Context: an optimization exercise on an open-source flow, tuned for a short achievable clock period and few clock cycles. The choices shown serve that exercise and are no tape-out recipe.
No activity file was given, so power comes from the tool's default toggle rates.

==> zinc: inputs <==
// CPU
module CPU(clk,
            rst_n,
            wen_D,
            addr_D,
            wdata_D,
            rdata_D,
            addr_I,
            rdata_I);
    input         clk, rst_n ;
    output        wen_D  ;
    output [31:0] addr_D ;
    output [31:0] wdata_D;
    input  [31:0] rdata_D;
    output [31:0] addr_I ;
    input  [31:0] rdata_I;
    localparam [31:0] RESET_PC = 32'h00010000;
    reg  [31:0] pc_f;
    reg         id_v;
    reg  [31:0] id_ir;
    reg  [31:0] id_pc;
    reg         e_v;
    reg  [4:0]  e_rd;
    reg         e_wr;         
    reg         e_ld, e_st, e_br, e_jalr, e_mul, e_div, e_rem;
    reg  [2:0]  e_f3;
    reg         e_pred;       
    reg  [31:0] e_alt;        
    reg  [31:0] e_imm;
    reg  [31:0] e_pass;       
    reg  [31:0] e_rf1, e_rf2;
    reg  [2:0]  e_fa;         
    reg  [3:0]  e_fb;         
    reg  [2:0]  e_fs;         
    reg  [6:0]  e_op;         
    reg         m_wr;
    reg  [4:0]  m_rd;
    reg         m_ld, m_mul;
    reg  [31:0] m_res;
    reg  [31:0] m_wdata;
    reg         m_wen;
    reg         w_wr;
    reg  [4:0]  w_rd;
    reg  [31:0] w_res;
    wire [31:0] rf [0:31];
    wire [6:0] opc  = id_ir[6:0];
    wire [4:0] d_rd  = id_ir[11:7];
    wire [2:0] d_f3  = id_ir[14:12];
    wire [4:0] d_rs1 = id_ir[19:15];
    wire [4:0] d_rs2 = id_ir[24:20];
    wire d_lui   = (opc == 7'b0110111);
    wire d_auipc = (opc == 7'b0010111);
    wire d_jal   = (opc == 7'b1101111);
    wire d_jalr  = (opc == 7'b1100111);
    wire d_br    = (opc == 7'b1100011);
    wire d_ld    = (opc == 7'b0000011);
    wire d_st    = (opc == 7'b0100011);
    wire d_opi   = (opc == 7'b0010011);
    wire d_op    = (opc == 7'b0110011);
    wire d_md    = d_op & id_ir[25];
    wire d_mul   = d_md & (d_f3 == 3'b000);
    wire d_div   = d_md & d_f3[2];            
    wire d_rem   = d_f3[1];
    wire d_use1  = d_jalr | d_br | d_ld | d_st | d_opi | d_op;
  ...
clock: 12.0 ns
lec_check: 0
abc_clock_period_in_ps: 3500
cap_margin: 20
core_margin: 2
core_utilization: 40
slew_margin: 20
standard.sh (not shown) runs the stock make flow with config.mk's settings and CLKGATE_MAP_FILE= SYNTH_SCRIPT=/design/flow/synth_recipe.tcl, a recipe that flattens the netlist after the stock synthesis.
==> flow/flow/run.sh <==
#!/bin/bash
set -euo pipefail
MARGIN=$(cat flow/margin.txt)
bash standard.sh SETUP_SLACK_MARGIN=$MARGIN finish > flow_make.log 2>&1
==> flow/flow/margin.txt <==
8.3
==> inputs of fjord, as changes to zinc <==
==> flow/run.sh (new file) <==
#!/bin/bash
# synth_recipe.tcl (not shown) runs the flow's synth.tcl, then flattens the netlist and writes it again
# the make line also repeats each setting of config.mk as NAME=value (left out here)
make -C /OpenROAD-flow-scripts/flow DESIGN_CONFIG=/design/flow/config.mk WORK_HOME=/design/flow/orfs CLKGATE_MAP_FILE= SYNTH_SCRIPT=/design/flow/synth_recipe.tcl finish
Settings changed: ABC_CLOCK_PERIOD_IN_PS 3500 to 3000, SETUP_SLACK_MARGIN set to 5.
removed: flow/flow/run.sh
removed: flow/flow/margin.txt
removed: flow/standard.sh
==> summary of the runs <==
Of fjord and zinc, fjord has the higher count of clock-buffer cells in the layout (gap 2).
Against zinc, the routed wire length of fjord is lower by about 12%.
In fjord the combinational power is smaller than in zinc, by 40%.
Between fjord and zinc, the lower critical path depth is in fjord (gap 9).
In sequential cell count, fjord and zinc do not differ.
In fjord the maximum frequency is lower than in zinc, by 15%.
==> figures <==
Final layout net count: zinc 12500; fjord 11700
Wirelength per Cell: zinc 39.6 um; fjord 36.9 um
Run status: zinc timing/DRC/antenna clean; fjord timing/DRC/antenna clean
Relative contribution of combinational cells to total power: zinc 62.6%; fjord 50.3%
Layout Cell Area excl Fill: zinc 0.136 sq mm; fjord 0.118 sq mm
Reg2Reg Setup Slack: zinc 6.14 ns; fjord 5.14 ns
Reported clock group power: zinc 5.85 mW; fjord 5.84 mW
Detailed-routed wire length on met2: zinc 237000 um; fjord 222000 um
Total routed wirelength: zinc 622000 um; fjord 546000 um
Slowest cell on the critical path: zinc sky130_fd_sc_hd__fa_4; fjord sky130_fd_sc_hd__o41ai_1
Minimum setup slack in the final design: zinc 6.14 ns; fjord 5.14 ns
Met3 Wirelength: zinc 102000 um; fjord 73700 um
Largest vdd supply drop: zinc 0.000400 V; fjord 0.000259 V
No run of this note included a check of the RTL's function; only the layout flow was run.

[separate check: timing with driven ports]
No port has a modelled driver above. Below, the same layouts with a new extraction and two added sets of constraints.
Step 1, drivers: a clkbuf_16 drives clk and a buf_2 each remaining input, both assumed.
Step 2 also shifts input and output timing later by t, the mid clock arrival at the registers, as if the neighbouring blocks saw the same clock.
a / b / c = ideal ports / drivers / drivers and shift; a / b = the first two.
run | t (ns) | slack for setup (ns) | latest minus earliest clock arrival (ns) | pins driven straight from the clock port
zinc | 0.978 | 6.143 / 6.143 / 6.143 | 0.120 / 0.120 | 1
fjord | 0.962 | 5.141 / 5.141 / 5.141 | 0.138 / 0.137 | 1
After both steps setup and hold are still met in every run listed.
